This is an optimization exercise on Yosys and OpenROAD, whose aim is small area and a short achievable clock period, not a production implementation. RTL that was checked went through simulation tests only; none was proved equivalent to the original. Power is estimated from default activity; no workload was simulated.

north:
==> flow/design.v (excerpt) <==
module arith_eg3_mod(
    input clk,
    input rst,
    input int a,
    input int b,
    input [1:0] sel,
    output int r
);
    localparam int K1 = 12;
    localparam int K2 = 25;
    localparam int RIPPLE_MAX = 4;    
    logic        mul0, mul1, mul2;       
    logic        div0, div1, div2;       
    logic        inv0, inv1, inv2;       
    logic        nq0,  nq1,  nq2;        
    logic [31:0] ns0,  ns1,  ns2;        
    logic [31:0] y0,   y1,   y2;         
    logic [31:0] xr1,  xr2;              
    logic [31:0] qr1,  qr2;              
    wire  [2:0]        m_mul = {mul2, mul1, mul0};
    wire  [2:0]        m_div = {div2, div1, div0};
    wire  [2:0]        m_inv = {inv2, inv1, inv0};
    wire  [2:0][31:0]  nsrc  = {ns2, ns1, ns0};
    wire  [2:0][31:0]  y     = {y2, y1, y0};
    wire  [2:0][31:0]  xreg  = {xr2, xr1, 32'd0};
    wire  [31:0][31:0] xo;       
    wire  [31:0] qc;               
    wire        s_div = (sel == 2'd3);
    wire        s_mul = (sel == 2'd2);
    wire        s_inv = sel[0];
    wire [31:0] a_abs = a[31] ? -a : a;
    wire [31:0] b_abs = b[31] ? -b : b;
    assign mul0 = s_mul;
    assign div0 = s_div;
    assign inv0 = s_inv;
    assign nq0  = s_div & (a[31] ^ b[31]) & (b != 32'd0);
    assign ns0  = s_div ? a_abs : a;
    assign y0   = (s_div ? b_abs : b) ^ {32{s_inv}};
    for (genvar k = 0; k < 32; k++) begin : row
        localparam int S = (k < K1) ? 0 : (k < K2) ? 1 : 2;
        wire         nb = ~m_mul[S] & nsrc[S][31-k];
        wire [k:0]   xin;
        if (k == 0)                  assign xin = nb;
        else if (k == K1 || k == K2) assign xin = {xreg[S][k-1:0], nb};
        else                         assign xin = {xo[k-1][k-1:0], nb};
        wire [k:0]   s;
        wire         co;
        alu_row #(.W(k+1), .FAST(k >= RIPPLE_MAX)) add (.x(xin), .y(y[S][k:0]), .ci(m_inv[S]), .s(s), .co(co));
        wire hz;
        if (k == 31) assign hz = 1'b1;
        else         assign hz = &y[S][31:k+1];
        wire keep = m_mul[S] ? nsrc[S][31-k] : m_div[S] ? (co & hz) : (k == 31);
        assign qc[31-k] = keep;
        assign xo[k] = {{(31-k){1'b0}}, keep ? s : xin};
    end
    logic sd, sx;    
    always_ff @(posedge clk) begin
        mul1 <= mul0;
        div1 <= div0;
        inv1 <= inv0;
  ...
For scale: roughly 5600 cells after synthesis, roughly 180 flip-flops, roughly 35000 µm² of cells after synthesis.
Settings: LEC_CHECK=0, ABC_AREA=1, CAP_MARGIN=20, CORE_MARGIN=2, CORE_UTILIZATION=40, SLEW_MARGIN=72; clock period 75.0 ns.
run.sh (not shown) runs the stock make flow with config.mk's settings and CLKGATE_MAP_FILE= SYNTH_SCRIPT=/design/flow/synth_recipe.tcl, a recipe that flattens the netlist after the stock synthesis.
Modified inputs, south compared to north
- changing SLEW_MARGIN from 72 to 65
Notes after the runs:
Final worst-path cycle share ends up higher on south. From north to south the numbers moved as follows: worst hold slack after final layout dropped 0.0046 ns, post-synthesis to final-layout area growth has decreased, final critical-path required period now sits higher, total congestion overflow comparable, placed instance count roughly the same. south finished end to end and its layout was clean on timing, DRC and antenna. Overall track demand over capacity in global routing across south and north: no real change. Between south and north, register-to-register slack is lower for south, north comes in above that. The met1 routed wirelength after detailed routing in south sits 0.91% below the value recorded for north. Between south and north, the difference in sequential power is negligible.
### south -> east
- a change of SLEW_MARGIN from 65 to 76
Having completed the whole flow, east delivered a layout that passed the timing, DRC and antenna checks.
In east, the area added between synthesis and finish came out 1.6 points above the value in south.
Summary of the comparison: final period demand of the worst path is lower in east, relative to south.
As far as clock-pin transition on the worst setup and hold timing paths is concerned, east and south perform about the same.
Input changes introduced in west (baseline for comparison: east):
- SLEW_MARGIN: 76 -> 72
- PLACE_DENSITY: unset -> 0.7
- CORE_UTILIZATION: 40 -> 55
--- outcome ---
Final period demand of the worst path on west is behind east. From east to west the numbers moved as follows: highest fanout seen on the critical path saw a decrease; register-to-register slack saw a decrease; fmax saw a decrease; combinational power saw little to no change. east → west: total power dropped about 1.4%, non-filler instance count after layout has decreased.

========
The RTL this note starts from:
==> flow/design.v <==
module arith_eg3_mod(
    input clk,
    input rst,
    input int a,
    input int b,
    input [1:0] sel,
    output int r
);
    localparam int K1 = 12;
    localparam int K2 = 25;
    localparam int RIPPLE_MAX = 4;    
    logic        mul0, mul1, mul2;       
    logic        div0, div1, div2;       
    logic        inv0, inv1, inv2;       
    logic        nq0,  nq1,  nq2;        
    logic [31:0] ns0,  ns1,  ns2;        
    logic [31:0] y0,   y1,   y2;         
    logic [31:0] xr1,  xr2;              
    logic [31:0] qr1,  qr2;              
    wire  [2:0]        m_mul = {mul2, mul1, mul0};
    wire  [2:0]        m_div = {div2, div1, div0};
    wire  [2:0]        m_inv = {inv2, inv1, inv0};
    wire  [2:0][31:0]  nsrc  = {ns2, ns1, ns0};
    wire  [2:0][31:0]  y     = {y2, y1, y0};
    wire  [2:0][31:0]  xreg  = {xr2, xr1, 32'd0};
    wire  [31:0][31:0] xo;       
    wire  [31:0] qc;               
    wire        s_div = (sel == 2'd3);
    wire        s_mul = (sel == 2'd2);
    wire        s_inv = sel[0];
    wire [31:0] a_abs = a[31] ? -a : a;
    wire [31:0] b_abs = b[31] ? -b : b;
    assign mul0 = s_mul;
    assign div0 = s_div;
    assign inv0 = s_inv;
    assign nq0  = s_div & (a[31] ^ b[31]) & (b != 32'd0);
    assign ns0  = s_div ? a_abs : a;
    assign y0   = (s_div ? b_abs : b) ^ {32{s_inv}};
    for (genvar k = 0; k < 32; k++) begin : row
        localparam int S = (k < K1) ? 0 : (k < K2) ? 1 : 2;
        wire         nb = ~m_mul[S] & nsrc[S][31-k];
        wire [k:0]   xin;
        if (k == 0)                  assign xin = nb;
        else if (k == K1 || k == K2) assign xin = {xreg[S][k-1:0], nb};
        else                         assign xin = {xo[k-1][k-1:0], nb};
        wire [k:0]   s;
        wire         co;
        alu_row #(.W(k+1), .FAST(k >= RIPPLE_MAX)) add (.x(xin), .y(y[S][k:0]), .ci(m_inv[S]), .s(s), .co(co));
        wire hz;
        if (k == 31) assign hz = 1'b1;
        else         assign hz = &y[S][31:k+1];
        wire keep = m_mul[S] ? nsrc[S][31-k] : m_div[S] ? (co & hz) : (k == 31);
        assign qc[31-k] = keep;
        assign xo[k] = {{(31-k){1'b0}}, keep ? s : xin};
    end
    logic sd, sx;    
    always_ff @(posedge clk) begin
        mul1 <= mul0;
        div1 <= div0;
        inv1 <= inv0;
        nq1  <= nq0;
        ns1  <= ns0;
        y1   <= y0;
        xr1  <= xo[K1-1];
        qr1  <= qc;
        mul2 <= mul1;
        div2 <= div1;
        inv2 <= inv1;
        nq2  <= nq1;
        ns2  <= ns1;
        y2   <= y1;
        xr2  <= xo[K2-1];
        qr2  <= {qr1[31:32-K1], qc[31-K1:0]};
        if (rst) begin
            sd <= 1'b0;
            sx <= 1'b0;
        end else begin
            sd <= div1;
            sx <= ~div1;
        end
    end
    wire [31:0] q = {qr2[31:32-K2], qc[31-K2:0]};
    wire [31:0] qf = nq2 ? -q : q;
    assign r = ({32{sd}} & qf) | ({32{sx}} & xo[31]);
endmodule
module alu_row #(parameter int W = 8, parameter bit FAST = 1) (
    input  [W-1:0] x,
    input  [W-1:0] y,
    input          ci,
    output [W-1:0] s,
    output         co
);
    wire [W-1:0] p = x ^ y;
    wire [W:0]   c;
    assign c[0] = ci;
    if (!FAST || W < 3) begin : ripple
        for (genvar j = 0; j < W; j++) begin : bit_
            assign c[j+1] = (x[j] & y[j]) | (c[j] & p[j]);
        end
    end else begin : prefix
        localparam int L = (W > 16) ? 5 : (W > 8) ? 4 : (W > 4) ? 3 : (W > 2) ? 2 : 1;
        wire [W-1:0] g [0:L];
        wire [W-1:0] q [0:L];
        assign g[0][0] = (x[0] & y[0]) | (ci & p[0]);
        assign q[0][0] = 1'b0;
        for (genvar j = 1; j < W; j++) begin : gp
            assign g[0][j] = x[j] & y[j];
            assign q[0][j] = p[j];
        end
        for (genvar l = 0; l < L; l++) begin : lev
            for (genvar j = 0; j < W; j++) begin : node
                if ((j >> l) & 1) begin : comb
                    localparam int J = ((j >> (l + 1)) << (l + 1)) + (1 << l) - 1;
                    assign g[l+1][j] = g[l][j] | (q[l][j] & g[l][J]);
                    assign q[l+1][j] = q[l][j] & q[l][J];
                end else begin : pass
                    assign g[l+1][j] = g[l][j];
                    assign q[l+1][j] = q[l][j];
                end
            end
        end
        for (genvar j = 0; j < W; j++) begin : carry
            assign c[j+1] = g[L][j];
        end
    end
    assign s  = p ^ c[W-1:0];
    assign co = c[W];
endmodule
Settings: LEC_CHECK=0, ABC_AREA=1, CAP_MARGIN=60, CORE_MARGIN=2, CORE_UTILIZATION=40, SLEW_MARGIN=72; clock period 75.0 ns.
The baseline finished clean.
Change:
- CAP_MARGIN: 60 -> 20
- GPL_ROUTABILITY_DRIVEN: unset -> 0
- PLACE_DENSITY: unset -> 0.8
Wire length shrinks by 7.6%; count of clock-buffer cells in the layout does not change; hold slack loses 6.6 ps; synthesized cell count does not change; power stays flat; clock skew shrinks by 6.4 ps.
Change:
- GPL_ROUTABILITY_DRIVEN: 0 -> unset
- PLACE_DENSITY: 0.8 -> unset
- SLEW_MARGIN: 72 -> 78
Result: The new run completed with no timing, DRC or antenna violations; synthesized cell count does not change; cell area climbs slightly; area after synthesis is unchanged.

========
Another version of the RTL of arith_eg3_mod (not shown whole).
Size in the first run: about 100 I/O pins.
==> flow/config.mk <==
export PLATFORM = sky130hd
export DESIGN_NAME = arith_eg3_mod
export DESIGN_NICKNAME = arith_eg3_mod
export VERILOG_FILES = /design/flow/design.v
export SDC_FILE = /design/flow/constraint.sdc
export NUM_CORES = 4
export LEC_CHECK = 0
export CAP_MARGIN = 20
export CORE_MARGIN = 2
export CORE_UTILIZATION = 40
export SLEW_MARGIN = 75
==> flow/constraint.sdc <==
create_clock -name core_clock -period 75.0 [get_ports {clk}]
set_input_delay 15.0000 -clock core_clock [delete_from_list [all_inputs] [get_ports {clk}]]
set_output_delay 15.0000 -clock core_clock [all_outputs]
set_load 0.01 [all_outputs]
Edit:
- SLEW_MARGIN: 75 -> 70
What happened: Die area stays the same. Area after synthesis is unchanged. Critical path depth came out lower by 2. Non-clock buffer count shrinks by 40. Wire length went down by 0.49%. Via count shrinks by 0.59%. Global-route usage shrinks by 0.17 points. Cell area goes down by 3.3%.
No run of this note included a check of the RTL's function; only the layout flow was run.

[port drivers added, routing unchanged]
Ports are ideal in the flow. The routed layouts listed here were re-timed in OpenROAD.
Step 1 sets driving cells, clkbuf_16 on the clock port and buf_2 on the other inputs (assumed; they add their load-dependent delay and slew).
Step 2 moves the port delays by t, midway between the first and last clock arrival at a register: inputs arrive t later, outputs are due t later. That takes back most of the time a late clock gives input paths.
a / b / c = no drivers / after step 1 / after step 2; a / b = the first two.
run | shift t [ns] | slack for setup (ns) | worst setup path at the end | pins driven straight from the clock port
north | 0.534 | 36.615 / 36.551 / 36.682 | input to register | 1
south | 0.526 | 35.867 / 35.807 / 36.333 | register to output | 1
east | 0.532 | 36.605 / 36.542 / 37.073 | register to output | 1
west | 0.547 | 35.949 / 35.885 / 36.432 | register to output | 1
the first run of note 2 | 0.534 | 36.615 / 36.551 / 36.682 | input to register | 1
the second run of note 2 | 0.524 | 36.087 / 36.033 / 36.239 | input to register | 1
the third run of note 2 | 0.524 | 36.890 / 36.828 / 37.305 | input to register | 1
the first run of note 3 | 0.544 | 33.341 / 33.341 / 33.341 | register to register | 1
the second run of note 3 | 0.541 | 31.821 / 31.821 / 31.821 | register to register | 1
After both steps setup and hold are still met in every run listed.
